Context: an optimization exercise on an open-source flow, tuned for small area, a short achievable clock period and few clock cycles. The choices shown serve that exercise and are no tape-out recipe. Only simulation tests tie the RTL to the original design; equivalence was not proved.

File: flow/design.v
module fir_single_chan (
  input clk,
  input rst,
  output logic [15:0] data_addr_rd_o,
  output logic [15:0] data_addr_wr_o,
  input  logic [15:0] data_din_i,
  output logic [15:0] data_dout_o,
  output logic        data_we_o,
  output logic        done_intr
);
logic [15:0] x1, x2, x3;
logic [18:0] va, vb;
logic [18:0] v[0:4];
logic [19:0] pa, pb;
logic [18:0] pc;
logic vt_s1, vt_c1;
assign vt_s1 = data_din_i[1] ^ x1[0];
assign vt_c1 = data_din_i[1] & x1[0];
logic vt_s2, vt_c2;
assign vt_s2 = data_din_i[2] ^ x1[1] ^ x2[1];
assign vt_c2 = (data_din_i[2] & x1[1]) | (data_din_i[2] & x2[1]) | (x1[1] & x2[1]);
logic vt_s3, vt_c3;
assign vt_s3 = data_din_i[3] ^ x1[2] ^ x2[2];
assign vt_c3 = (data_din_i[3] & x1[2]) | (data_din_i[3] & x2[2]) | (x1[2] & x2[2]);
logic vt_s4, vt_c4;
assign vt_s4 = data_din_i[4] ^ x1[3] ^ x2[3];
assign vt_c4 = (data_din_i[4] & x1[3]) | (data_din_i[4] & x2[3]) | (x1[3] & x2[3]);
logic vt_s5, vt_c5;
assign vt_s5 = data_din_i[5] ^ x1[4] ^ x2[4];
assign vt_c5 = (data_din_i[5] & x1[4]) | (data_din_i[5] & x2[4]) | (x1[4] & x2[4]);
logic vt_s6, vt_c6;
assign vt_s6 = data_din_i[6] ^ x1[5] ^ x2[5];
assign vt_c6 = (data_din_i[6] & x1[5]) | (data_din_i[6] & x2[5]) | (x1[5] & x2[5]);
logic vt_s7, vt_c7;
assign vt_s7 = data_din_i[7] ^ x1[6] ^ x2[6];
assign vt_c7 = (data_din_i[7] & x1[6]) | (data_din_i[7] & x2[6]) | (x1[6] & x2[6]);
logic vt_s8, vt_c8;
assign vt_s8 = data_din_i[8] ^ x1[7] ^ x2[7];
assign vt_c8 = (data_din_i[8] & x1[7]) | (data_din_i[8] & x2[7]) | (x1[7] & x2[7]);
logic vt_s9, vt_c9;
assign vt_s9 = data_din_i[9] ^ x1[8] ^ x2[8];
assign vt_c9 = (data_din_i[9] & x1[8]) | (data_din_i[9] & x2[8]) | (x1[8] & x2[8]);
logic vt_s10, vt_c10;
assign vt_s10 = data_din_i[10] ^ x1[9] ^ x2[9];
assign vt_c10 = (data_din_i[10] & x1[9]) | (data_din_i[10] & x2[9]) | (x1[9] & x2[9]);
logic vt_s11, vt_c11;
assign vt_s11 = data_din_i[11] ^ x1[10] ^ x2[10];
assign vt_c11 = (data_din_i[11] & x1[10]) | (data_din_i[11] & x2[10]) | (x1[10] & x2[10]);
logic vt_s12, vt_c12;
assign vt_s12 = data_din_i[12] ^ x1[11] ^ x2[11];
assign vt_c12 = (data_din_i[12] & x1[11]) | (data_din_i[12] & x2[11]) | (x1[11] & x2[11]);
logic vt_s13, vt_c13;
assign vt_s13 = data_din_i[13] ^ x1[12] ^ x2[12];
assign vt_c13 = (data_din_i[13] & x1[12]) | (data_din_i[13] & x2[12]) | (x1[12] & x2[12]);
logic vt_s14, vt_c14;
assign vt_s14 = data_din_i[14] ^ x1[13] ^ x2[13];
assign vt_c14 = (data_din_i[14] & x1[13]) | (data_din_i[14] & x2[13]) | (x1[13] & x2[13]);
logic vt_s15, vt_c15;
assign vt_s15 = ~data_din_i[15] ^ x1[14] ^ x2[14];
assign vt_c15 = (~data_din_i[15] & x1[14]) | (~data_din_i[15] & x2[14]) | (x1[14] & x2[14]);
logic vt_s16, vt_c16;
assign vt_s16 = ~x1[15] ^ ~x2[15];
assign vt_c16 = ~x1[15] & ~x2[15];
logic vt_s17, vt_c17;
assign vt_s17 = vt_s1 ^ x2[0];
assign vt_c17 = vt_s1 & x2[0];
logic vt_s18, vt_c18;
assign vt_s18 = vt_s2 ^ x3[2] ^ vt_c1;
assign vt_c18 = (vt_s2 & x3[2]) | (vt_s2 & vt_c1) | (x3[2] & vt_c1);
logic vt_s19, vt_c19;
assign vt_s19 = vt_s3 ^ x3[3] ^ vt_c2;
assign vt_c19 = (vt_s3 & x3[3]) | (vt_s3 & vt_c2) | (x3[3] & vt_c2);
logic vt_s20, vt_c20;
assign vt_s20 = vt_s4 ^ x3[4] ^ vt_c3;
assign vt_c20 = (vt_s4 & x3[4]) | (vt_s4 & vt_c3) | (x3[4] & vt_c3);
logic vt_s21, vt_c21;
assign vt_s21 = vt_s5 ^ x3[5] ^ vt_c4;
assign vt_c21 = (vt_s5 & x3[5]) | (vt_s5 & vt_c4) | (x3[5] & vt_c4);
logic vt_s22, vt_c22;
assign vt_s22 = vt_s6 ^ x3[6] ^ vt_c5;
assign vt_c22 = (vt_s6 & x3[6]) | (vt_s6 & vt_c5) | (x3[6] & vt_c5);
logic vt_s23, vt_c23;
assign vt_s23 = vt_s7 ^ x3[7] ^ vt_c6;
assign vt_c23 = (vt_s7 & x3[7]) | (vt_s7 & vt_c6) | (x3[7] & vt_c6);
logic vt_s24, vt_c24;
assign vt_s24 = vt_s8 ^ x3[8] ^ vt_c7;
assign vt_c24 = (vt_s8 & x3[8]) | (vt_s8 & vt_c7) | (x3[8] & vt_c7);
logic vt_s25, vt_c25;
assign vt_s25 = vt_s9 ^ x3[9] ^ vt_c8;
assign vt_c25 = (vt_s9 & x3[9]) | (vt_s9 & vt_c8) | (x3[9] & vt_c8);
logic vt_s26, vt_c26;
assign vt_s26 = vt_s10 ^ x3[10] ^ vt_c9;
assign vt_c26 = (vt_s10 & x3[10]) | (vt_s10 & vt_c9) | (x3[10] & vt_c9);
logic vt_s27, vt_c27;
assign vt_s27 = vt_s11 ^ x3[11] ^ vt_c10;
assign vt_c27 = (vt_s11 & x3[11]) | (vt_s11 & vt_c10) | (x3[11] & vt_c10);
logic vt_s28, vt_c28;
assign vt_s28 = vt_s12 ^ x3[12] ^ vt_c11;
assign vt_c28 = (vt_s12 & x3[12]) | (vt_s12 & vt_c11) | (x3[12] & vt_c11);
logic vt_s29, vt_c29;
assign vt_s29 = vt_s13 ^ x3[13] ^ vt_c12;
assign vt_c29 = (vt_s13 & x3[13]) | (vt_s13 & vt_c12) | (x3[13] & vt_c12);
logic vt_s30, vt_c30;
assign vt_s30 = vt_s14 ^ x3[14] ^ vt_c13;
assign vt_c30 = (vt_s14 & x3[14]) | (vt_s14 & vt_c13) | (x3[14] & vt_c13);
logic vt_s31, vt_c31;
assign vt_s31 = vt_s15 ^ ~x3[15] ^ vt_c14;
assign vt_c31 = (vt_s15 & ~x3[15]) | (vt_s15 & vt_c14) | (~x3[15] & vt_c14);
logic vt_s32, vt_c32;
assign vt_s32 = vt_s16 ^ 1'b1 ^ vt_c15;
assign vt_c32 = (vt_s16 & 1'b1) | (vt_s16 & vt_c15) | (1'b1 & vt_c15);
always_ff @(posedge clk) begin
  x1 <= data_din_i;
  x2 <= x1;
  x3 <= x2;
  va <= {1'b1, vt_c16, vt_s32, vt_s31, vt_s30, vt_s29, vt_s28, vt_s27, vt_s26, vt_s25, vt_s24, vt_s23, vt_s22, vt_s21, vt_s20, vt_s19, vt_s18, vt_s17, data_din_i[0]};
  vb <= {1'b0, vt_c32, vt_c31, vt_c30, vt_c29, vt_c28, vt_c27, vt_c26, vt_c25, vt_c24, vt_c23, vt_c22, vt_c21, vt_c20, vt_c19, vt_c18, vt_c17, x3[1], x3[0]};
end
logic [18:0] v_n;
assign v_n = {va[18], va[17], va[16], va[15], va[14], va[13], va[12], va[11], va[10], va[9], va[8], va[7], va[6], va[5], va[4], va[3], va[2], va[1], va[0]} + {vb[18], vb[17], vb[16], vb[15], vb[14], vb[13], vb[12], vb[11], vb[10], vb[9], vb[8], vb[7], vb[6], vb[5], vb[4], vb[3], vb[2], vb[1], vb[0]};
logic [19:0] pa_n;
assign pa_n = {v[0][18], v[0][18], v[0][17], v[0][16], v[0][15], v[0][14], v[0][13], v[0][12], v[0][11], v[0][10], v[0][9], v[0][8], v[0][7], v[0][6], v[0][5], v[0][4], v[0][3], v[0][2], v[0][1], v[0][0]} + {v[4][18], v[4][18], v[4][17], v[4][16], v[4][15], v[4][14], v[4][13], v[4][12], v[4][11], v[4][10], v[4][9], v[4][8], v[4][7], v[4][6], v[4][5], v[4][4], v[4][3], v[4][2], v[4][1], v[4][0]};
logic [19:0] pb_n;
assign pb_n = {v[1][18], v[1][18], v[1][17], v[1][16], v[1][15], v[1][14], v[1][13], v[1][12], v[1][11], v[1][10], v[1][9], v[1][8], v[1][7], v[1][6], v[1][5], v[1][4], v[1][3], v[1][2], v[1][1], v[1][0]} + {v[3][18], v[3][18], v[3][17], v[3][16], v[3][15], v[3][14], v[3][13], v[3][12], v[3][11], v[3][10], v[3][9], v[3][8], v[3][7], v[3][6], v[3][5], v[3][4], v[3][3], v[3][2], v[3][1], v[3][0]};
always_ff @(posedge clk) begin
  v[0] <= v_n;
  for (int i = 1; i < 5; i++) v[i] <= v[i-1];
  pa <= pa_n;
  pb <= pb_n;
end
assign pc = v[3];   
logic cs_s1, cs_c1;
assign cs_s1 = pa[0] ^ ~pa[3] ^ pb[0];
assign cs_c1 = (pa[0] & ~pa[3]) | (pa[0] & pb[0]) | (~pa[3] & pb[0]);
logic cs_s2, cs_c2;
assign cs_s2 = pa[1] ^ ~pa[4] ^ pb[1];
assign cs_c2 = (pa[1] & ~pa[4]) | (pa[1] & pb[1]) | (~pa[4] & pb[1]);
logic cs_s3, cs_c3;
assign cs_s3 = pb[3] ^ pc[1];
assign cs_c3 = pb[3] & pc[1];
logic cs_s4, cs_c4;
assign cs_s4 = pa[2] ^ ~pa[5] ^ pb[2];
assign cs_c4 = (pa[2] & ~pa[5]) | (pa[2] & pb[2]) | (~pa[5] & pb[2]);
logic cs_s5, cs_c5;
assign cs_s5 = pb[4] ^ pc[2] ^ pc[5];
assign cs_c5 = (pb[4] & pc[2]) | (pb[4] & pc[5]) | (pc[2] & pc[5]);
logic cs_s6, cs_c6;
assign cs_s6 = pa[3] ^ ~pa[6] ^ pb[3];
assign cs_c6 = (pa[3] & ~pa[6]) | (pa[3] & pb[3]) | (~pa[6] & pb[3]);
logic cs_s7, cs_c7;
assign cs_s7 = pb[5] ^ pc[3] ^ pc[6];
assign cs_c7 = (pb[5] & pc[3]) | (pb[5] & pc[6]) | (pc[3] & pc[6]);
logic cs_s8, cs_c8;
assign cs_s8 = pa[4] ^ ~pa[7] ^ pb[4];
assign cs_c8 = (pa[4] & ~pa[7]) | (pa[4] & pb[4]) | (~pa[7] & pb[4]);
logic cs_s9, cs_c9;
assign cs_s9 = pb[6] ^ pc[4] ^ pc[7];
assign cs_c9 = (pb[6] & pc[4]) | (pb[6] & pc[7]) | (pc[4] & pc[7]);
logic cs_s10, cs_c10;
assign cs_s10 = pa[5] ^ ~pa[8] ^ pb[5];
assign cs_c10 = (pa[5] & ~pa[8]) | (pa[5] & pb[5]) | (~pa[8] & pb[5]);
logic cs_s11, cs_c11;
assign cs_s11 = pb[7] ^ pc[5] ^ pc[8];
assign cs_c11 = (pb[7] & pc[5]) | (pb[7] & pc[8]) | (pc[5] & pc[8]);
logic cs_s12, cs_c12;
assign cs_s12 = pa[6] ^ ~pa[9] ^ pb[6];
assign cs_c12 = (pa[6] & ~pa[9]) | (pa[6] & pb[6]) | (~pa[9] & pb[6]);
logic cs_s13, cs_c13;
assign cs_s13 = pb[8] ^ pc[6] ^ pc[9];
assign cs_c13 = (pb[8] & pc[6]) | (pb[8] & pc[9]) | (pc[6] & pc[9]);
logic cs_s14, cs_c14;
assign cs_s14 = pa[7] ^ ~pa[10] ^ pb[7];
assign cs_c14 = (pa[7] & ~pa[10]) | (pa[7] & pb[7]) | (~pa[10] & pb[7]);
logic cs_s15, cs_c15;
assign cs_s15 = pb[9] ^ pc[7] ^ pc[10];
assign cs_c15 = (pb[9] & pc[7]) | (pb[9] & pc[10]) | (pc[7] & pc[10]);
logic cs_s16, cs_c16;
assign cs_s16 = pa[8] ^ ~pa[11] ^ pb[8];
assign cs_c16 = (pa[8] & ~pa[11]) | (pa[8] & pb[8]) | (~pa[11] & pb[8]);
logic cs_s17, cs_c17;
assign cs_s17 = pb[10] ^ pc[8] ^ pc[11];
assign cs_c17 = (pb[10] & pc[8]) | (pb[10] & pc[11]) | (pc[8] & pc[11]);
logic cs_s18, cs_c18;
assign cs_s18 = pa[9] ^ ~pa[12] ^ pb[9];
assign cs_c18 = (pa[9] & ~pa[12]) | (pa[9] & pb[9]) | (~pa[12] & pb[9]);
logic cs_s19, cs_c19;
assign cs_s19 = pb[11] ^ pc[9] ^ pc[12];
assign cs_c19 = (pb[11] & pc[9]) | (pb[11] & pc[12]) | (pc[9] & pc[12]);
logic cs_s20, cs_c20;
assign cs_s20 = pa[10] ^ ~pa[13] ^ pb[10];
assign cs_c20 = (pa[10] & ~pa[13]) | (pa[10] & pb[10]) | (~pa[13] & pb[10]);
logic cs_s21, cs_c21;
assign cs_s21 = pb[12] ^ pc[10] ^ pc[13];
assign cs_c21 = (pb[12] & pc[10]) | (pb[12] & pc[13]) | (pc[10] & pc[13]);
logic cs_s22, cs_c22;
assign cs_s22 = pa[11] ^ ~pa[14] ^ pb[11];
assign cs_c22 = (pa[11] & ~pa[14]) | (pa[11] & pb[11]) | (~pa[14] & pb[11]);
logic cs_s23, cs_c23;
assign cs_s23 = pb[13] ^ pc[11] ^ pc[14];
assign cs_c23 = (pb[13] & pc[11]) | (pb[13] & pc[14]) | (pc[11] & pc[14]);
logic cs_s24, cs_c24;
assign cs_s24 = pa[12] ^ ~pa[15] ^ pb[12];
assign cs_c24 = (pa[12] & ~pa[15]) | (pa[12] & pb[12]) | (~pa[15] & pb[12]);
logic cs_s25, cs_c25;
assign cs_s25 = pb[14] ^ pc[12] ^ pc[15];
assign cs_c25 = (pb[14] & pc[12]) | (pb[14] & pc[15]) | (pc[12] & pc[15]);
logic cs_s26, cs_c26;
assign cs_s26 = pa[13] ^ ~pa[16] ^ pb[13];
assign cs_c26 = (pa[13] & ~pa[16]) | (pa[13] & pb[13]) | (~pa[16] & pb[13]);
logic cs_s27, cs_c27;
assign cs_s27 = pb[15] ^ pc[13] ^ pc[16];
assign cs_c27 = (pb[15] & pc[13]) | (pb[15] & pc[16]) | (pc[13] & pc[16]);
logic cs_s28, cs_c28;
assign cs_s28 = pa[14] ^ ~pa[17] ^ pb[14];
assign cs_c28 = (pa[14] & ~pa[17]) | (pa[14] & pb[14]) | (~pa[17] & pb[14]);
logic cs_s29, cs_c29;
assign cs_s29 = pb[16] ^ pc[14] ^ pc[17];
assign cs_c29 = (pb[16] & pc[14]) | (pb[16] & pc[17]) | (pc[14] & pc[17]);
logic cs_s30, cs_c30;
assign cs_s30 = pa[15] ^ ~pa[18] ^ pb[15];
assign cs_c30 = (pa[15] & ~pa[18]) | (pa[15] & pb[15]) | (~pa[18] & pb[15]);
logic cs_s31, cs_c31;
assign cs_s31 = pb[17] ^ pc[15] ^ pc[18];
assign cs_c31 = (pb[17] & pc[15]) | (pb[17] & pc[18]) | (pc[15] & pc[18]);
logic cs_s32, cs_c32;
assign cs_s32 = pa[16] ^ pa[19] ^ pb[16];
assign cs_c32 = (pa[16] & pa[19]) | (pa[16] & pb[16]) | (pa[19] & pb[16]);
logic cs_s33, cs_c33;
assign cs_s33 = pb[18] ^ pc[16] ^ ~pc[18];
assign cs_c33 = (pb[18] & pc[16]) | (pb[18] & ~pc[18]) | (pc[16] & ~pc[18]);
logic cs_s34, cs_c34;
assign cs_s34 = pa[17] ^ pb[17] ^ ~pb[19];
assign cs_c34 = (pa[17] & pb[17]) | (pa[17] & ~pb[19]) | (pb[17] & ~pb[19]);
logic cs_s35, cs_c35;
assign cs_s35 = cs_s1 ^ pb[2];
assign cs_c35 = cs_s1 & pb[2];
logic cs_s36, cs_c36;
assign cs_s36 = cs_s2 ^ cs_s3 ^ pc[4];
assign cs_c36 = (cs_s2 & cs_s3) | (cs_s2 & pc[4]) | (cs_s3 & pc[4]);
logic cs_s37, cs_c37;
assign cs_s37 = cs_s4 ^ cs_s5 ^ cs_c2;
assign cs_c37 = (cs_s4 & cs_s5) | (cs_s4 & cs_c2) | (cs_s5 & cs_c2);
logic cs_s38, cs_c38;
assign cs_s38 = cs_s6 ^ cs_s7 ^ cs_c4;
assign cs_c38 = (cs_s6 & cs_s7) | (cs_s6 & cs_c4) | (cs_s7 & cs_c4);
logic cs_s39, cs_c39;
assign cs_s39 = cs_s8 ^ cs_s9 ^ cs_c6;
assign cs_c39 = (cs_s8 & cs_s9) | (cs_s8 & cs_c6) | (cs_s9 & cs_c6);
logic cs_s40, cs_c40;
assign cs_s40 = cs_s10 ^ cs_s11 ^ cs_c8;
assign cs_c40 = (cs_s10 & cs_s11) | (cs_s10 & cs_c8) | (cs_s11 & cs_c8);
logic cs_s41, cs_c41;
assign cs_s41 = cs_s12 ^ cs_s13 ^ cs_c10;
assign cs_c41 = (cs_s12 & cs_s13) | (cs_s12 & cs_c10) | (cs_s13 & cs_c10);
logic cs_s42, cs_c42;
assign cs_s42 = cs_s14 ^ cs_s15 ^ cs_c12;
assign cs_c42 = (cs_s14 & cs_s15) | (cs_s14 & cs_c12) | (cs_s15 & cs_c12);
logic cs_s43, cs_c43;
assign cs_s43 = cs_s16 ^ cs_s17 ^ cs_c14;
assign cs_c43 = (cs_s16 & cs_s17) | (cs_s16 & cs_c14) | (cs_s17 & cs_c14);
logic cs_s44, cs_c44;
assign cs_s44 = cs_s18 ^ cs_s19 ^ cs_c16;
assign cs_c44 = (cs_s18 & cs_s19) | (cs_s18 & cs_c16) | (cs_s19 & cs_c16);
logic cs_s45, cs_c45;
assign cs_s45 = cs_s20 ^ cs_s21 ^ cs_c18;
assign cs_c45 = (cs_s20 & cs_s21) | (cs_s20 & cs_c18) | (cs_s21 & cs_c18);
logic cs_s46, cs_c46;
assign cs_s46 = cs_s22 ^ cs_s23 ^ cs_c20;
assign cs_c46 = (cs_s22 & cs_s23) | (cs_s22 & cs_c20) | (cs_s23 & cs_c20);
logic cs_s47, cs_c47;
assign cs_s47 = cs_s24 ^ cs_s25 ^ cs_c22;
assign cs_c47 = (cs_s24 & cs_s25) | (cs_s24 & cs_c22) | (cs_s25 & cs_c22);
logic cs_s48, cs_c48;
assign cs_s48 = cs_s26 ^ cs_s27 ^ cs_c24;
assign cs_c48 = (cs_s26 & cs_s27) | (cs_s26 & cs_c24) | (cs_s27 & cs_c24);
logic cs_s49, cs_c49;
assign cs_s49 = cs_s28 ^ cs_s29 ^ cs_c26;
assign cs_c49 = (cs_s28 & cs_s29) | (cs_s28 & cs_c26) | (cs_s29 & cs_c26);
logic cs_s50, cs_c50;
assign cs_s50 = cs_s30 ^ cs_s31 ^ cs_c28;
assign cs_c50 = (cs_s30 & cs_s31) | (cs_s30 & cs_c28) | (cs_s31 & cs_c28);
logic cs_s51, cs_c51;
assign cs_s51 = cs_s32 ^ cs_s33 ^ cs_c30;
assign cs_c51 = (cs_s32 & cs_s33) | (cs_s32 & cs_c30) | (cs_s33 & cs_c30);
logic cs_s52, cs_c52;
assign cs_s52 = cs_s34 ^ pc[17] ^ cs_c32;
assign cs_c52 = (cs_s34 & pc[17]) | (cs_s34 & cs_c32) | (pc[17] & cs_c32);
logic cs_s53, cs_c53;
assign cs_s53 = pa[18] ^ pb[18] ^ ~pc[18];
assign cs_c53 = (pa[18] & pb[18]) | (pa[18] & ~pc[18]) | (pb[18] & ~pc[18]);
logic cs_s54, cs_c54;
assign cs_s54 = ~pa[19] ^ ~pb[19];
assign cs_c54 = ~pa[19] & ~pb[19];
logic cs_s55, cs_c55;
assign cs_s55 = ~pa[0] ^ pc[0];
assign cs_c55 = ~pa[0] & pc[0];
logic cs_s56, cs_c56;
assign cs_s56 = ~pa[1] ^ pb[0] ^ pc[1];
assign cs_c56 = (~pa[1] & pb[0]) | (~pa[1] & pc[1]) | (pb[0] & pc[1]);
logic cs_s57, cs_c57;
assign cs_s57 = ~pa[2] ^ pb[1] ^ pc[2];
assign cs_c57 = (~pa[2] & pb[1]) | (~pa[2] & pc[2]) | (pb[1] & pc[2]);
logic cs_s58, cs_c58;
assign cs_s58 = cs_s35 ^ pc[0] ^ pc[3];
assign cs_c58 = (cs_s35 & pc[0]) | (cs_s35 & pc[3]) | (pc[0] & pc[3]);
logic cs_s59, cs_c59;
assign cs_s59 = cs_s36 ^ cs_c1 ^ cs_c35;
assign cs_c59 = (cs_s36 & cs_c1) | (cs_s36 & cs_c35) | (cs_c1 & cs_c35);
logic cs_s60, cs_c60;
assign cs_s60 = cs_s37 ^ cs_c3 ^ cs_c36;
assign cs_c60 = (cs_s37 & cs_c3) | (cs_s37 & cs_c36) | (cs_c3 & cs_c36);
logic cs_s61, cs_c61;
assign cs_s61 = cs_s38 ^ cs_c5 ^ cs_c37;
assign cs_c61 = (cs_s38 & cs_c5) | (cs_s38 & cs_c37) | (cs_c5 & cs_c37);
logic cs_s62, cs_c62;
assign cs_s62 = cs_s39 ^ cs_c7 ^ cs_c38;
assign cs_c62 = (cs_s39 & cs_c7) | (cs_s39 & cs_c38) | (cs_c7 & cs_c38);
logic cs_s63, cs_c63;
assign cs_s63 = cs_s40 ^ cs_c9 ^ cs_c39;
assign cs_c63 = (cs_s40 & cs_c9) | (cs_s40 & cs_c39) | (cs_c9 & cs_c39);
logic cs_s64, cs_c64;
assign cs_s64 = cs_s41 ^ cs_c11 ^ cs_c40;
assign cs_c64 = (cs_s41 & cs_c11) | (cs_s41 & cs_c40) | (cs_c11 & cs_c40);
logic cs_s65, cs_c65;
assign cs_s65 = cs_s42 ^ cs_c13 ^ cs_c41;
assign cs_c65 = (cs_s42 & cs_c13) | (cs_s42 & cs_c41) | (cs_c13 & cs_c41);
logic cs_s66, cs_c66;
assign cs_s66 = cs_s43 ^ cs_c15 ^ cs_c42;
assign cs_c66 = (cs_s43 & cs_c15) | (cs_s43 & cs_c42) | (cs_c15 & cs_c42);
logic cs_s67, cs_c67;
assign cs_s67 = cs_s44 ^ cs_c17 ^ cs_c43;
assign cs_c67 = (cs_s44 & cs_c17) | (cs_s44 & cs_c43) | (cs_c17 & cs_c43);
logic cs_s68, cs_c68;
assign cs_s68 = cs_s45 ^ cs_c19 ^ cs_c44;
assign cs_c68 = (cs_s45 & cs_c19) | (cs_s45 & cs_c44) | (cs_c19 & cs_c44);
logic cs_s69, cs_c69;
assign cs_s69 = cs_s46 ^ cs_c21 ^ cs_c45;
assign cs_c69 = (cs_s46 & cs_c21) | (cs_s46 & cs_c45) | (cs_c21 & cs_c45);
logic cs_s70, cs_c70;
assign cs_s70 = cs_s47 ^ cs_c23 ^ cs_c46;
assign cs_c70 = (cs_s47 & cs_c23) | (cs_s47 & cs_c46) | (cs_c23 & cs_c46);
logic cs_s71, cs_c71;
assign cs_s71 = cs_s48 ^ cs_c25 ^ cs_c47;
assign cs_c71 = (cs_s48 & cs_c25) | (cs_s48 & cs_c47) | (cs_c25 & cs_c47);
logic cs_s72, cs_c72;
assign cs_s72 = cs_s49 ^ cs_c27 ^ cs_c48;
assign cs_c72 = (cs_s49 & cs_c27) | (cs_s49 & cs_c48) | (cs_c27 & cs_c48);
logic cs_s73, cs_c73;
assign cs_s73 = cs_s50 ^ cs_c29 ^ cs_c49;
assign cs_c73 = (cs_s50 & cs_c29) | (cs_s50 & cs_c49) | (cs_c29 & cs_c49);
logic cs_s74, cs_c74;
assign cs_s74 = cs_s51 ^ cs_c31 ^ cs_c50;
assign cs_c74 = (cs_s51 & cs_c31) | (cs_s51 & cs_c50) | (cs_c31 & cs_c50);
logic cs_s75, cs_c75;
assign cs_s75 = cs_s52 ^ cs_c33 ^ cs_c51;
assign cs_c75 = (cs_s52 & cs_c33) | (cs_s52 & cs_c51) | (cs_c33 & cs_c51);
logic cs_s76, cs_c76;
assign cs_s76 = cs_s53 ^ cs_c34 ^ cs_c52;
assign cs_c76 = (cs_s53 & cs_c34) | (cs_s53 & cs_c52) | (cs_c34 & cs_c52);
logic cs_s77, cs_c77;
assign cs_s77 = cs_s54 ^ 1'b1 ^ cs_c53;
assign cs_c77 = (cs_s54 & 1'b1) | (cs_s54 & cs_c53) | (1'b1 & cs_c53);
logic [23:0] ra, rb;
always_ff @(posedge clk) begin
  ra <= {cs_c54, cs_s77, cs_s76, cs_s75, cs_s74, cs_s73, cs_s72, cs_s71, cs_s70, cs_s69, cs_s68, cs_s67, cs_s66, cs_s65, cs_s64, cs_s63, cs_s62, cs_s61, cs_s60, cs_s59, cs_s58, cs_s57, cs_s56, cs_s55};
  rb <= {cs_c77, cs_c76, cs_c75, cs_c74, cs_c73, cs_c72, cs_c71, cs_c70, cs_c69, cs_c68, cs_c67, cs_c66, cs_c65, cs_c64, cs_c63, cs_c62, cs_c61, cs_c60, cs_c59, cs_c58, cs_c57, cs_c56, cs_c55, 1'b1};
end
logic [23:0] sum;
assign sum = {ra[23], ra[22], ra[21], ra[20], ra[19], ra[18], ra[17], ra[16], ra[15], ra[14], ra[13], ra[12], ra[11], ra[10], ra[9], ra[8], ra[7], ra[6], ra[5], ra[4], ra[3], ra[2], ra[1], ra[0]} + {rb[23], rb[22], rb[21], rb[20], rb[19], rb[18], rb[17], rb[16], rb[15], rb[14], rb[13], rb[12], rb[11], rb[10], rb[9], rb[8], rb[7], rb[6], rb[5], rb[4], rb[3], rb[2], rb[1], rb[0]};
always_ff @(posedge clk) data_dout_o <= sum[23:8];
logic start;
assign start = (data_addr_rd_o[3:0] == 4'd13);
always_ff @(posedge clk) begin
  if (rst) begin
    data_addr_rd_o <= 16'd1;
    data_addr_wr_o <= 16'hfff3;
    data_we_o <= 1'b0;
    done_intr <= 1'b0;
  end else begin
    data_addr_rd_o <= data_addr_rd_o + 16'd1;
    data_addr_wr_o <= data_addr_wr_o + 16'd1;
    if (done_intr) begin
      data_we_o <= 1'b0;
    end else if (data_we_o | start) begin
      data_we_o <= 1'b1;
      if (data_we_o && data_addr_wr_o == 16'hfffe) done_intr <= 1'b1;
    end
  end
end
endmodule
File: flow/flow/run.sh
#!/bin/bash
# Own layout flow: the standard ORFS flow (standard.sh, standard synthesis), with the
# ports buffered by plain buffers instead of the delay cells buffer_ports picks by default,
# and sizing not held to the cells' footprints. Each tool's output goes to a log here.
set -uo pipefail
bash standard.sh \
  'BUFFER_PORTS_ARGS=-buffer_cell sky130_fd_sc_hd__buf_4' \
  MATCH_CELL_FOOTPRINT=0 \
  finish > flow_make.log 2>&1
status=$?
cp -r orfs/logs flow_logs 2>/dev/null || true
exit $status
File: flow/standard.sh
#!/bin/bash
# synth_recipe.tcl (not shown) runs the flow's synth.tcl, then flattens the netlist and writes it again
# the make line also repeats each setting of config.mk as NAME=value (left out here)
make -C /OpenROAD-flow-scripts/flow DESIGN_CONFIG=/design/flow/config.mk WORK_HOME=/design/flow/orfs CLKGATE_MAP_FILE= SYNTH_SCRIPT=/design/flow/synth_recipe.tcl "${@:-finish}"
File: flow/config.mk
export PLATFORM = sky130hd
export DESIGN_NAME = fir_single_chan
export DESIGN_NICKNAME = fir_single_chan
export VERILOG_FILES = /design/flow/design.v
export SDC_FILE = /design/flow/constraint.sdc
export NUM_CORES = 4
export LEC_CHECK = 0
export CAP_MARGIN = 20
export CORE_MARGIN = 2
export CORE_UTILIZATION = 40
export CTS_BUF_LIST = sky130_fd_sc_hd__clkbuf_16
export CTS_CLUSTER_DIAMETER = 100
export CTS_CLUSTER_SIZE = 22
export PLACE_DENSITY = 0.6
export SETUP_SLACK_MARGIN = 3.3
export SLEW_MARGIN = 20
File: flow/constraint.sdc
create_clock -name core_clock -period 5.5 [get_ports {clk}]
set_input_delay 1.1000 -clock core_clock [delete_from_list [all_inputs] [get_ports {clk}]]
set_output_delay 1.1000 -clock core_clock [all_outputs]
set_load 0.01 [all_outputs]
==> results of run 1 <==
area by class of cell:
cell class	count	area [µm²]
multi-input cells	667	6550
fillers	2970	17100
clock inverters	1	16.3
clock buffers	19	475
repair buffers	95	713
well taps	442	553
inverters	158	598
flip-flops and latches	315	6380
worst max path at each step:
stage,cells after the start,start,end
final,9,v[0][0],pa[18]
after floorplan,5,data_din_i[15],va[15]
after global placement,10,x1[0],v[0][16]
after detailed placement,10,x1[0],v[0][16]
after CTS,10,vb[0],v[0][16]
after global routing,9,v[0][0],pa[18]
placed cells by master (no fill, tap or decap), types with 3 or more instances in the layout:
cell type and count:
o21ai_1 6, nand4_1 16, xor2_1 37, dfxtp_2 50, a21o_1 17, ha_4 13, inv_2 8, nor2b_1 6
dfxtp_1 263, fa_1 100, and3_1 12, fa_2 3, a211oi_2 4, nand2b_1 14, o21a_1 5, a21oi_4 4
o21bai_1 12, nand3_1 26, xnor2_1 41, a21oi_1 55, o21ai_2 6, nand2_1 37, clkbuf_16 19, buf_4 95
ha_1 77, a31oi_1 3, nor2_1 57, and2_1 4, nor3_1 9, o21ai_0 32, a211oi_1 5, a21oi_2 6
o211ai_1 7, inv_1 148
through the flow:
stage	hold WS, ns	area, µm²
global placement	0.310	14100
floorplan	0.310	13100
detailed placement	0.312	14100
finish	0.322	15300
CTS	0.327	15000
global route	0.333	15300
cells by family (layout without fill, tap and decap cells):
group	after synthesis	in the layout	share of synthesized area, %
XOR/XNOR	78	78	5.22
buffers and inverters	164	273	4.71
flip-flops	315	315	48.2
adder cells (fa/ha/maj)	194	194	24.5
multiplexers	1	1	0.0765
AO/OA/AOI/OAI	193	193	9.74
AND/OR/NAND/NOR	201	201	7.58
layer usage:
layer / track usage (%) / wire length [µm] / vias up
met1: 17.8 / 10600 / 3660
met5: 0 / 0 / -
met4: 3.24 / 470 / 0
met2: 22.4 / 10000 / 134
met3: 2.38 / 936 / 26
li1: - / - / 3964
state kept, by name, indices dropped and copies added, names as in the netlist, 17 cells and up:
signal,cells
pb,20
rb,23
pa,20
va,17
vb,18
v,95
ra,24
cell usage after synthesis, drive strengths merged, types with 9 or more instances:
master and count:
dfxtp 315, inv 157, fa 103, ha 91, a21oi 65, nor2 58
o21ai 44, xnor2 41, nand2 38, xor2 37, nand3 26, a21o 18
nand4 16, nand2b 15, and3 12, o21bai 12, a211oi 9, nor3 9
repair_timing:
action                                  in CTS  in global routing
endpoints found under the setup margin      39                 64
resized for setup                           57                 66
setup buffers                               18                 10
pin swaps                                   35                 35
==> results.toml, run 1 <==
[run_status]
status = "finished clean"

[synthesis]
synth_area_mm2 = 0.0131
synthTopCellsByArea = "dfxtp_1 48%, fa_1 16%, ha_1 8.7%"
synth_area_per_cell_um2 = 11.4
synth-async-reset-ratio_pct = 0
ys.flop_type = "dfxtp_1"
syn_nets = 1358
yosys_warnings = 2
ys_types = 67
netlist_instances = 1146
yosysSeqAreaShare_pct = 48.2
ys_ff_latch = 315
synth-edff-count = 0
synth_top_cell_by_area = "dfxtp_1"
yosysTopAreaCellShare_pct = 48.2

[die]
die_area_mm2 = 0.0342
rows = 66
coreArea_mm2 = 0.0324
start_util_pct = 40.4
boundaryPins = 68
die-height_um = 185
die_x_um = 185

[worst_setup_path]
required_ns = 5.88
crit-reg2reg-launch = "v[0][0]"
arrival_ns = 2.61
path_class = "reg2reg"
crit_slowest_cell = "fa_2"
crit_path_start_kind = "register"
crit_chain = "ha_4, fa_2, a21o_1, a21oi_2, o21ai_2, a31o_4, o211ai_1, a31oi_1, xor2_1"
max_stage_delay_ns = 0.36
crit_family = "compound AO/OA/AOI/OAI gates"
path_buf_inv = 0
worstPathMaxFanout = 4
r2r_slack_ns = 3.27
worst_r2r_endpoint = "pa[18]"
crit_path_end_kind = "register"
reg2regPathDepth = 9

[worst_hold_path]
hp-class = "reg2reg"
worstHoldStart = "v[2][17]"
hold_depth = 0
min_to = "v[3][17]"

[layout]
final_cells = 1697
antenna-diode-count = 0
fin_util_pct = 47.2
final_layout_size_suffix_gt1_share_pct = 19.2
syn2layout_area_growth_pct = 16.8
nets = 1467

[clocking]
cts_buffers = 18
clkSlewWorstSetupHoldPaths_ns = 0.09
clk_latency_ns = 0.50
cts_tree = "yes"
htreeDepth = 1
cts_max_path_buffers = 3
root_buffer = "clkbuf_16"
cts.sinks = 315
cts_hold_buf = 0

[routing]
vias_per_cell = 4.59
firstDrtPassIters = 5
vias = 7784
drc_errors = 0
ant_nets = 0
first_iter_violations = 239
post_drt_wl_per_cell_um = 13.0
wl_um = 22000

[timing]
setup-violations-final = 0
rsz0062_at_grt = "yes"
finalHoldViolCount = 0
skew_ns = 0.0114
post-route-period-util_pct = 40.5
fin_crit_ns = 2.23
worst_slew_pin_slew_ns = 0.610
max_freq_mhz = 449
slew_headroom_pct = 59.2
slew_viol_final = 0
tns_ns = 0
layout_setup_ws_ns = 3.27

[grt]
overflow = 0
antenna_found_initial = 0
grt_start_max_net_pins = 35
grt_util_all_layers_pct = 13.3
grt_pass1_wl_um = 37600
grt_pass1_vias = 7989

[place]
portBuffers = 67
place_congestion = 0.865
dp_slack_ns = 3.00
placed_cells = 1649
place_hpwl_um = 16300

[flow_run]
cap_violations = 0
Testbench counts, summed over its fixed seeds: cycles 262,196.
==> run 2, diff against run 1 <==
--- a/flow/config.mk
+++ b/flow/config.mk
@@ -12,5 +12,5 @@
 export CTS_CLUSTER_DIAMETER = 100
 export CTS_CLUSTER_SIZE = 22
 export PLACE_DENSITY = 0.6
-export SETUP_SLACK_MARGIN = 3.3
+export SETUP_SLACK_MARGIN = 3.5
 export SLEW_MARGIN = 20
==> run 2 against run 1 <==
Net effect: flip-flop and latch count stayed put; first-iteration DRC count is 67% higher; global-route usage up 0.42 points; critical path type unchanged; critical endpoint is now pa[16].
==> results.toml, run 2 <==
[run_status]
status = "finished clean"

[place]
place_congestion = 0.825
portBuffers = 67
place_hpwl_um = 16200
placed_cells = 1649

[timing]
skew_ns = 0.00986
slew_headroom_pct = 61.4
setup-violations-final = 0
slew_viol_final = 0
fin_crit_ns = 2.22
rsz0062_at_grt = "yes"
worst_slew_pin_slew_ns = 0.578
max_freq_mhz = 449
tns_ns = 0
finalHoldViolCount = 0
post-route-period-util_pct = 40.5

[die]
die_area_mm2 = 0.0342
boundaryPins = 68
start_util_pct = 40.4
die-height_um = 185
coreArea_mm2 = 0.0324
rows = 66
die_x_um = 185

[clocking]
cts_hold_buf = 0
clkSlewWorstSetupHoldPaths_ns = 0.09
cts_buffers = 18
cts_max_path_buffers = 3
root_buffer = "clkbuf_16"
cts.sinks = 315
htreeDepth = 1
cts_tree = "yes"
clk_latency_ns = 0.51

[synthesis]
yosys_warnings = 2
yosysTopAreaCellShare_pct = 48.2
synth-async-reset-ratio_pct = 0
yosysSeqAreaShare_pct = 48.2
ys_types = 67
synth_top_cell_by_area = "dfxtp_1"
synth-edff-count = 0
ys.flop_type = "dfxtp_1"
synth_area_mm2 = 0.0131
synth_common_cells = "315 x dfxtp_1, 157 x inv_1, 103 x fa_1"
yosysMostFrequentCell = "dfxtp_1"
ys_ff_latch = 315
synthTopCellsByArea = "dfxtp_1 48%, fa_1 16%, ha_1 8.7%"
synth_area_per_cell_um2 = 11.4
syn_nets = 1358
netlist_instances = 1146

[flow_run]
cap_violations = 0

[worst_hold_path]
hold_depth = 0
min_to = "v[3][6]"
worstHoldStart = "v[2][6]"
hp-class = "reg2reg"

[grt]
grt_pass1_wl_um = 38500
overflow = 0
grt_pass1_vias = 8227
grt_start_max_net_pins = 35
grt_util_all_layers_pct = 13.7
antenna_found_initial = 0

[worst_setup_path]
path_class = "reg2reg"
required_ns = 5.93
crit_path_start = "v[0][0]"
crit-reg2reg-launch = "v[0][0]"
arrival_ns = 2.65
r2r_slack_ns = 3.28
crit_path_start_kind = "register"
crit_path_end_kind = "register"
worstPathMaxFanout = 4
reg2regPathDepth = 9
worst_r2r_endpoint = "pa[16]"

[routing]
vias = 8178
first_iter_violations = 399
wl_um = 23500
ant_nets = 0
drc_errors = 0
vias_per_cell = 4.62
post_drt_wl_per_cell_um = 13.3
firstDrtPassIters = 4

[layout]
largest_reg_flops = 95
antenna-diode-count = 0
top_regs = "v x95, ra x24, rb x23"
layout.cells.most_common_list = "201 x dfxtp_1, 130 x inv_1, 101 x buf_4"
final_common_cell = "dfxtp_1"
fin_util_pct = 51.3
final_layout_size_suffix_gt1_share_pct = 34.5
regMostFlops = "v"
syn2layout_area_growth_pct = 26.9
nets = 1540
final_cells = 1772
fillCellCount = 2893
## run 2: metrics by stage
stage                     setup WS [ns]  hold WS [ns]  cell area (µm²)
after floorplan                    3.28         0.310            13300
after global placement             3.13         0.310            14300
after detailed placement           3.10         0.312            14300
after CTS                          3.21         0.324            16100
after global routing               3.13         0.331            16600
final                              3.28         0.327            16600
## run 2: what timing repair did
action | CTS | global route
resized for setup | 217 | 87
pin swaps | 112 | 74
endpoints found under the setup margin | 123 | 119
setup buffers | 76 | 25
## run 2: worst max path at each step
stage                  end  slack, ns
floorplan           va[15]       3.28
global placement    va[15]       3.13
detailed placement  va[15]       3.10
CTS                 pb[16]       3.21
global route        pa[16]       3.13
finish              pa[16]       3.28
## run 2: logic make-up (layout without fill, tap and decap cells)
group / count (synthesis) / count (layout) / synth area share (%)
multiplexers: 1 / 1 / 0.0765
XOR/XNOR: 78 / 78 / 5.22
flip-flops: 315 / 315 / 48.2
AO/OA/AOI/OAI: 193 / 193 / 9.74
adder cells (fa/ha/maj): 194 / 194 / 24.5
AND/OR/NAND/NOR: 201 / 201 / 7.58
buffers and inverters: 164 / 348 / 4.71
## run 2: cell type report
class | count | area (µm²) | area share (%)
Multi-Input combinational cell | 667 | 6920 | 41.7
Sequential cell | 315 | 6510 | 39.2
Timing Repair Buffer | 168 | 1510 | 9.11
Inverter | 158 | 598 | 3.60
Tap cell | 442 | 553 | 3.33
Clock buffer | 19 | 475 | 2.86
Clock inverter | 3 | 22.5 | 0.136
## run 2: worst max-delay path: stages, from the launching register on
cell and delay [ns]:
dfxtp_2 0.34, ha_4 0.17, fa_2 0.36, a21o_1 0.17, a21oi_2 0.16, o21ai_2 0.10
a31o_4 0.26, a221o_1 0.32, a21oi_2 0.15, xnor2_1 0.12
## run 2: layer usage
layer  vias to the layer above  GRT usage, %  share of wire [%]
met5                         -             0                  0
met3                        35          1.89                3.3
li1                       4121             -                  -
met2                       136          22.9                 47
met4                         0          3.65                2.4
met1                      3886          18.8                 48
==> run 3, diff against run 2 <==
--- a/flow/config.mk
+++ b/flow/config.mk
@@ -12,5 +12,5 @@
 export CTS_CLUSTER_DIAMETER = 100
 export CTS_CLUSTER_SIZE = 22
 export PLACE_DENSITY = 0.6
-export SETUP_SLACK_MARGIN = 3.5
+export SETUP_SLACK_MARGIN = 3.2
 export SLEW_MARGIN = 20
==> run 3 against run 2 <==
Net effect: critical path depth unchanged; non-clock buffer count down 90; worst setup slack worse by 0.039 ns; register-to-register slack lost 0.04 ns; routed wire length shrank 8.5%; worst hold slack lost 0.0022 ns; count of clock-buffer cells in the layout unchanged; synthesized area is the same; sequential share of layout area grew 2.9 points; maximum frequency decreased by 1.7%; largest cell class unchanged.
==> results.toml, run 3 <==
[run_status]
status = "finished clean"

[grt]
overflow = 0
grt_util_all_layers_pct = 13.0
grt_pass1_wl_um = 36700
grt_pass1_vias = 7977
antenna_found_initial = 0
grt_start_max_net_pins = 35

[layout]
fillCellCount = 3013
largest_reg_flops = 95
regMostFlops = "v"
top_regs = "v x95, ra x24, rb x23"
fin_util_pct = 46.4
final_layout_size_suffix_gt1_share_pct = 13.2
final_cells = 1680
antenna-diode-count = 0
layout.cells.most_common_list = "305 x dfxtp_1, 156 x inv_1, 100 x fa_1"
final_common_cell = "dfxtp_1"
syn2layout_area_growth_pct = 14.7
multiInputGateArea_mm2 = 0.00646
ff_latch_area_mm2 = 0.00632
nets = 1450

[place]
place_hpwl_um = 16400
place_congestion = 0.874
portBuffers = 67
placed_cells = 1649

[timing]
max_freq_mhz = 442
worst_slew_pin_slew_ns = 0.588
slew_viol_final = 0
fin_crit_ns = 2.26
post-route-period-util_pct = 41.2
hold_slack_ns = 0.325
setup-violations-final = 0
rsz0062_at_grt = "yes"
tns_ns = 0
slew_headroom_pct = 60.7
finalHoldViolCount = 0
skew_ns = 0.0156

[die]
die_x_um = 185
start_util_pct = 40.4
die-height_um = 185
coreArea_mm2 = 0.0324
die_area_mm2 = 0.0342
boundaryPins = 68
rows = 66

[worst_setup_path]
crit_family = "simple AND/OR/NAND/NOR gates"
arrival_ns = 2.71
path_buf_inv = 0
crit_chain = "ha_2, fa_2, a21o_1, a21oi_2, nand2b_4, a21bo_4, a31oi_4, or4_1, nand4_1"
crit_slowest_cell = "or4_1"
crit_path_start_kind = "register"
worstPathMaxFanout = 4
crit_path_end_kind = "register"
path_class = "reg2reg"
required_ns = 5.95
max_stage_delay_ns = 0.43

[synthesis]
synth_common_cells = "315 x dfxtp_1, 157 x inv_1, 103 x fa_1"
synth-simple-area-share_pct = 7.58
synth_top_cell_by_area = "dfxtp_1"
synth_area_mm2 = 0.0131
yosys_warnings = 2
yosysTopAreaCellShare_pct = 48.2
netlist_instances = 1146
synthTopCellsByArea = "dfxtp_1 48%, fa_1 16%, ha_1 8.7%"
ys_ff_latch = 315
synthAdderAreaFrac_pct = 24.5
synth-async-reset-ratio_pct = 0
synth_compound_area_share_pct = 9.74
synth-xor-area-share_pct = 5.22
synthMuxAreaShare_pct = 0.0765
synth-edff-count = 0
yosysMostFrequentCell = "dfxtp_1"
ys_types = 67
synth_top_family_by_area = "adder cells"
yosysSeqAreaShare_pct = 48.2
ys.flop_type = "dfxtp_1"
synth_area_per_cell_um2 = 11.4
syn_nets = 1358

[worst_hold_path]
hp-class = "reg2reg"

[clocking]
root_buffer = "clkbuf_16"
clkSlewWorstSetupHoldPaths_ns = 0.08
cts_hold_buf = 0
cts_tree = "yes"
cts.sinks = 315
clk_latency_ns = 0.50
htreeDepth = 1
cts_max_path_buffers = 3
cts_buffers = 18

[routing]
post_drt_wl_per_cell_um = 12.8
drc_errors = 0
ant_nets = 0
firstDrtPassIters = 4
first_iter_violations = 270
wl_um = 21500
vias_per_cell = 4.60
vias = 7720

[flow_run]
cap_violations = 0
-- run 3: cell counts after synthesis --
No cell type changed its count.
-- run 3: logic make-up after synthesis --
logic type	Yosys count
flops	315
simple gates	201
fa+ha+maj	194
compound gates	193
buf+inv	164
xor+xnor	78
mux	1
-- run 3: cell type report --
type / count / share of cell area, %
clock inverters: 1 / 0.108
flip-flops and latches: 315 / 42.1
repair buffers: 78 / 3.93
multi-input cells: 667 / 43.0
well taps: 442 / 3.68
clock buffers: 19 / 3.17
inverters: 158 / 3.95
-- run 3: routing by layer --
metal  global-route usage [%]  share of wire [%]  vias to the layer above
met5                        0                  0                        -
li1                         -                  -                     3932
met4                     3.05                2.1                        0
met1                     16.9                 47                     3637
met3                     2.71                4.7                       29
met2                     22.2                 46                      122
-- run 3: timing repair --
action	4_1_cts	5_1_grt
gates cloned	0	0
setup buffers	4	7
endpoints found under the setup margin	21	28
gates resized for setup	22	43
pin swaps	6	20
-- run 3: final timing paths --
path,slack [ns],start,cells after the start,to
worst max-delay path,3.24,v[3][0],9,pb[16]
worst min-delay path,0.33,v[2][11],0,v[3][11]
worst max register to register,3.24,v[3][0],9,pb[16]
worst min register to register,0.33,v[2][11],0,v[3][11]
-- run 3: through the flow --
step	setup slack [ns]	instance area (µm²)
6_report	3.24	15000
5_1_grt	3.14	15000
4_1_cts	3.17	14700
3_5_place_dp	2.97	14100
3_3_place_gp	3.03	14100
2_1_floorplan	3.22	13100
==> run 4, diff against run 3 <==
--- a/flow/config.mk
+++ b/flow/config.mk
@@ -7,10 +7,10 @@
 export LEC_CHECK = 0
 export CAP_MARGIN = 20
 export CORE_MARGIN = 2
-export CORE_UTILIZATION = 40
+export CORE_UTILIZATION = 55
 export CTS_BUF_LIST = sky130_fd_sc_hd__clkbuf_16
 export CTS_CLUSTER_DIAMETER = 100
 export CTS_CLUSTER_SIZE = 22
-export PLACE_DENSITY = 0.6
+export PLACE_DENSITY = 0.7
 export SETUP_SLACK_MARGIN = 3.2
 export SLEW_MARGIN = 20
==> run 4 against run 3 <==
Net effect: core utilization grew 17 points; count of clock-buffer cells in the layout is the same; register-to-register slack lost 0.04 ns; still clean on timing, DRC and antenna; largest cell class unchanged; critical endpoint is now pa[18].
==> results.toml, run 4 <==
[clocking]
cts_buffers = 18
cts_max_path_buffers = 3
clk_latency_ns = 0.51
cts_tree = "yes"
cts.sinks = 315
htreeDepth = 1
root_buffer = "clkbuf_16"
clkSlewWorstSetupHoldPaths_ns = 0.08

[synthesis]
yosysMostFrequentCell = "dfxtp_1"
yosysTopAreaCellShare_pct = 48.2
ys_ff_latch = 315
synth-async-reset-ratio_pct = 0
synthTopCellsByArea = "dfxtp_1 48%, fa_1 16%, ha_1 8.7%"
synth_common_cells = "315 x dfxtp_1, 157 x inv_1, 103 x fa_1"
yosys_warnings = 2
ys.flop_type = "dfxtp_1"
yosysSeqAreaShare_pct = 48.2
synth_area_per_cell_um2 = 11.4
ys_types = 67
syn_nets = 1358
synth-edff-count = 0
synth_area_mm2 = 0.0131
netlist_instances = 1146
synth_top_cell_by_area = "dfxtp_1"

[worst_setup_path]
crit_path_start_kind = "register"
r2r_slack_ns = 3.20
arrival_ns = 2.71
path_class = "reg2reg"
crit_family = "compound AO/OA/AOI/OAI gates"
max_stage_delay_ns = 0.36
crit_chain = "ha_4, fa_2, a21o_1, a21oi_2, o21ai_2, a31o_4, buf_6, o211ai_1, a31oi_1, xor2_1"
path_buf_inv = 1
crit_slowest_cell = "fa_2"
crit_path_end_kind = "register"
worstPathMaxFanout = 3
required_ns = 5.91

[layout]
layout.cells.most_common_list = "302 x dfxtp_1, 156 x inv_1, 100 x fa_1"
nets = 1455
top_regs = "v x95, ra x24, rb x23"
final_area_mm2 = 0.0149
final_common_cell = "dfxtp_1"
largest_reg_flops = 95
syn2layout_area_growth_pct = 14.1
regMostFlops = "v"
antenna-diode-count = 0
final_layout_size_suffix_gt1_share_pct = 14.2

[routing]
firstDrtPassIters = 4
vias = 7859
drc_errors = 0
ant_nets = 0
first_iter_violations = 315
wl_um = 21500
post_drt_wl_per_cell_um = 13.7
vias_per_cell = 5.03

[worst_hold_path]
hp-class = "reg2reg"

[place]
place_congestion = 0.856
place_area_mm2 = 0.0140
place_hpwl_um = 15900
portBuffers = 67

[timing]
worst_slew_pin_slew_ns = 0.631
slew_headroom_pct = 57.8
post-route-period-util_pct = 41.8
skew_ns = 0.0168
finalHoldViolCount = 0
slew_viol_final = 0
fin_crit_ns = 2.30
setup-violations-final = 0
tns_ns = 0
max_freq_mhz = 434
rsz0062_at_grt = "yes"

[grt]
grt_start_max_net_pins = 35
grt_pass1_wl_um = 36000
overflow = 0
grt_util_all_layers_pct = 17.7
grt_pass1_vias = 7950
antenna_found_initial = 0

[run_status]
status = "finished clean"

[die]
die_x_um = 158
rows = 56
die_area_mm2 = 0.0250
die-height_um = 158
start_util_pct = 55.9
coreArea_mm2 = 0.0234
boundaryPins = 68

[flow_run]
cap_violations = 0
run 4: cell count changes in the layout (fill, tap and decap cells not counted), moves of 3 or more:
cell / delta
dfxtp_1: -3
dfxtp_2: +4
o21ai_2: +3
a211oi_2: +3
a211oi_1: -3
o21ai_1: -3
buf_4: +4
run 4: per-layer routing:
layer  track usage [%]  vias up  wire, µm
met5                 0        -         0
met4              5.19        0       556
met1              23.8     3752     10200
li1                  -     3943         -
met2              29.9      125     10100
met3              2.44       39       671
run 4: cell type report:
| class | count | area (µm²) |
|---|---|---|
| Fill cell | 1902 | 8480 |
| Multi-Input combinational cell | 667 | 6480 |
| Sequential cell | 315 | 6320 |
| Timing Repair Buffer | 83 | 631 |
| Inverter | 158 | 593 |
| Clock buffer | 19 | 475 |
| Tap cell | 319 | 399 |
| Clock inverter | 1 | 16.3 |
run 4: worst reg2reg max path, stage by stage (launching register included):
cell and delay [ns]:
dfxtp_2 0.34, ha_4 0.16, fa_2 0.36, a21o_1 0.18, a21oi_2 0.20, o21ai_2 0.11, a31o_4 0.26, buf_6 0.12
o211ai_1 0.17, a31oi_1 0.12, xor2_1 0.17
run 4: kinds of logic (layout without fill, tap and decap cells):
logic type / Yosys count / in the layout / synth area share, %
AOI/OAI and AO/OA: 193 / 193 / 9.74
xor gates and xnor gates: 78 / 78 / 5.22
adders and majority gates: 194 / 194 / 24.5
buffers and inverters: 164 / 261 / 4.71
DFF: 315 / 315 / 48.2
muxes: 1 / 1 / 0.0765
and+or+nand+nor: 201 / 201 / 7.58
run 4: through the flow:
stage	util [%]	instances	setup WS, ns	hold slack (ns)
after floorplan	-	1146	3.22	0.310
after global placement	59.7	1526	3.05	0.310
after detailed placement	59.7	1526	2.97	0.312
after CTS	62.3	1553	3.14	0.332
after global routing	63.8	1562	3.07	0.334
final	63.8	1562	3.20	0.330
run 4: final timing paths:
| path | depth (start not counted) | to | from |
|---|---|---|---|
| worst min-delay path | 0 | v[3][0] | v[2][0] |
| worst max register to register | 10 | pa[18] | v[0][0] |
| worst max-delay path | 10 | pa[18] | v[0][0] |
| worst min register to register | 0 | v[3][0] | v[2][0] |
run 4: repair_timing:
item	in CTS	in global routing
buffers inserted	7	9
pin swaps	5	35
gates resized for setup	19	55
endpoints found under the setup margin	22	32
hold buffers	0	0
==> run 5, diff against run 4 <==
--- a/flow/flow/run.sh
+++ b/flow/flow/run.sh
@@ -4,7 +4,7 @@
 # and sizing not held to the cells' footprints. Each tool's output goes to a log here.
 set -uo pipefail
 bash standard.sh \
-  'BUFFER_PORTS_ARGS=-buffer_cell sky130_fd_sc_hd__buf_4' \
+  'BUFFER_PORTS_ARGS=-buffer_cell sky130_fd_sc_hd__buf_2' \
   MATCH_CELL_FOOTPRINT=0 \
   finish > flow_make.log 2>&1
 status=$?
--- a/flow/config.mk
+++ b/flow/config.mk
@@ -7,10 +7,10 @@
 export LEC_CHECK = 0
 export CAP_MARGIN = 20
 export CORE_MARGIN = 2
-export CORE_UTILIZATION = 55
+export CORE_UTILIZATION = 40
 export CTS_BUF_LIST = sky130_fd_sc_hd__clkbuf_16
 export CTS_CLUSTER_DIAMETER = 100
 export CTS_CLUSTER_SIZE = 22
-export PLACE_DENSITY = 0.7
+export PLACE_DENSITY = 0.6
 export SETUP_SLACK_MARGIN = 3.2
 export SLEW_MARGIN = 20
==> run 5 against run 4 <==
Net effect: still clean; sequential share of layout area is 0.33 points higher; clock skew is 0.0014 ns higher; die area is 36% higher; cell area is 0.65% lower; final cell count is 7.6% higher; maximum frequency is 2.6% higher; worst hold slack worse by 0.0014 ns; register-to-register slack better by 0.06 ns; critical endpoint is now pb[16]; largest cell class unchanged; highest routed layer unchanged.
==> results.toml, run 5 <==
[worst_setup_path]
crit_path_start = "v[3][0]"
crit_path_start_kind = "register"
worstPathMaxFanout = 4
required_ns = 5.94
crit-reg2reg-launch = "v[3][0]"
arrival_ns = 2.69
crit_path_end_kind = "register"
path_class = "reg2reg"

[grt]
antenna_found_initial = 0
grt_util_all_layers_pct = 13.1
grt_start_max_net_pins = 35
overflow = 0
grt_pass1_wl_um = 36900
grt_pass1_vias = 7816

[timing]
slew_viol_final = 0
finalHoldViolCount = 0
max_freq_mhz = 446
setup-violations-final = 0
skew_ns = 0.0182
slew_headroom_pct = 62.1
worst_slew_pin_slew_ns = 0.562
fin_crit_ns = 2.24
tns_ns = 0
rsz0062_at_grt = "yes"
post-route-period-util_pct = 40.8

[layout]
final_common_cell = "dfxtp_1"
nets = 1451
layout.cells.most_common_list = "298 x dfxtp_1, 155 x inv_1, 100 x fa_1"
ff_latch_area_mm2 = 0.00633
top_regs = "v x95, ra x24, rb x23"
final_layout_size_suffix_gt1_share_pct = 14.0
multiInputGateArea_mm2 = 0.00644
largest_reg_flops = 95
syn2layout_area_growth_pct = 13.3
regMostFlops = "v"
antenna-diode-count = 0
fillCellCount = 3047

[routing]
ant_nets = 0
vias = 7754
wl_um = 21400
post_drt_wl_per_cell_um = 12.8
firstDrtPassIters = 4
first_iter_violations = 217
drc_errors = 0
vias_per_cell = 4.61

[synthesis]
netlist_instances = 1146
ys_ff_latch = 315
synth-async-reset-ratio_pct = 0
yosys_warnings = 2
synth-simple-area-share_pct = 7.58
ys.flop_type = "dfxtp_1"
synth_area_per_cell_um2 = 11.4
synth_top_cell_by_area = "dfxtp_1"
syn_nets = 1358
yosysSeqAreaShare_pct = 48.2
synthTopCellsByArea = "dfxtp_1 48%, fa_1 16%, ha_1 8.7%"
yosysTopAreaCellShare_pct = 48.2
synth_common_cells = "315 x dfxtp_1, 157 x inv_1, 103 x fa_1"
synth_top_family_by_area = "adder cells"
synth-edff-count = 0
synthMuxAreaShare_pct = 0.0765
synthAdderAreaFrac_pct = 24.5
synth-xor-area-share_pct = 5.22
yosysMostFrequentCell = "dfxtp_1"
synth_compound_area_share_pct = 9.74
ys_types = 67
synth_area_mm2 = 0.0131

[place]
place_congestion = 0.859
place_hpwl_um = 16300
portBuffers = 67

[worst_hold_path]
worstHoldStart = "x3[0]"
hp-class = "reg2reg"

[die]
boundaryPins = 68
die-height_um = 185
start_util_pct = 40.4
die_area_mm2 = 0.0342
rows = 66
die_x_um = 185
coreArea_mm2 = 0.0324

[clocking]
htreeDepth = 1
cts_buffers = 18
cts.sinks = 315
root_buffer = "clkbuf_16"
cts_tree = "yes"
clkSlewWorstSetupHoldPaths_ns = 0.09
clk_latency_ns = 0.52
cts_max_path_buffers = 3
cts_hold_buf = 0

[run_status]
status = "finished clean"

[flow_run]
cap_violations = 0
[run 5: cell counts after synthesis]
No cell type changed its count.
[run 5: what timing repair did]
item                                    CTS  global route
endpoints found under the setup margin   20            30
pin swaps                                 6            31
gates resized for setup                  23            47
setup buffers                             2            10
[run 5: metal layers]
| layer | share of wire (%) | vias up | global-route usage [%] | wire, µm |
|---|---|---|---|---|
| li1 | - | 3942 | - | - |
| met1 | 48 | 3646 | 17.7 | 10400 |
| met2 | 45 | 138 | 21.7 | 9700 |
| met3 | 4.2 | 28 | 2.34 | 901 |
| met4 | 2.3 | 0 | 3.52 | 491 |
| met5 | 0 | - | 0 | 0 |
[run 5: worst paths after layout]
check,end,slack (ns),cells past startpoint
worst max-delay path,pb[16],3.26,9
worst min-delay path,vb[0],0.33,0
worst max register to register,pb[16],3.26,9
worst min register to register,vb[0],0.33,0
[run 5: kinds of logic (layout without fill, tap and decap cells)]
kind of cell,Yosys count,count (layout)
AO/OA/AOI/OAI,193,193
XOR/XNOR,78,78
adder cells (fa/ha/maj),194,194
buffers and inverters,164,257
flip-flops,315,315
multiplexers,1,1
AND/OR/NAND/NOR,201,201
[run 5: metrics by stage]
| stage | hold slack, ns | worst slack [ns] | std cells | area, µm² | util [%] |
|---|---|---|---|---|---|
| after detailed placement | 0.312 | 2.99 | 1649 | 13900 | 43.1 |
| final | 0.328 | 3.26 | 1681 | 14800 | 45.8 |
| after floorplan | 0.310 | 3.22 | 1146 | 13100 | - |
| after global placement | 0.310 | 3.03 | 1649 | 13900 | 43.1 |
| after CTS | 0.333 | 3.18 | 1671 | 14600 | 45.0 |
| after global routing | 0.337 | 3.15 | 1681 | 14800 | 45.8 |
[run 5: area by class of cell]
type	count	share of cell area [%]
Timing Repair Buffer	79	2.87
Clock buffer	18	3.04
Inverter	158	4.00
Sequential cell	315	42.7
Multi-Input combinational cell	667	43.4
Clock inverter	2	0.219
Tap cell	442	3.73
[run 5: critical path, stage by stage, from the launching register on]
cell	delay [ns]
dfxtp_4	0.36
ha_4	0.17
fa_2	0.35
a21o_1	0.18
a21oi_2	0.14
nand2b_4	0.16
a21bo_4	0.15
a31oi_4	0.11
or4_1	0.49
nand4_1	0.08

separate check: timing with driven ports:
No port has a modelled driver above. Below, the same layouts with a new extraction and two added sets of constraints.
Step 1 (the two cells are an assumption about what drives the block):
set clk [get_ports {clk}]
set_driving_cell -lib_cell sky130_fd_sc_hd__clkbuf_16 $clk
set_driving_cell -lib_cell sky130_fd_sc_hd__buf_2 [delete_from_list [all_inputs] $clk]
Step 2 times the ports against the registers' clock, not the clock port: input delays grow and output delays shrink by t, the midpoint of the rising clock arrivals with the driver on.
a / b / c = ideal ports / drivers / drivers and shift; a / b = the first two.
| run | t, ns | setup WS [ns] | latest minus earliest clock arrival (ns) |
|---|---|---|---|
| run 1 | 0.540 | 3.274 / 3.274 / 3.117 | 0.013 / 0.013 |
| run 2 | 0.544 | 3.275 / 3.275 / 3.119 | 0.012 / 0.012 |
| run 3 | 0.542 | 3.237 / 3.232 / 3.128 | 0.021 / 0.022 |
| run 4 | 0.550 | 3.198 / 3.198 / 3.134 | 0.020 / 0.021 |
| run 5 | 0.552 | 3.257 / 3.225 / 3.116 | 0.024 / 0.024 |
After both steps setup and hold are still met in every run listed. The setup slack of run 1, which loses most, moves by 0.000 ns with the drivers and by -0.157 ns with both steps.
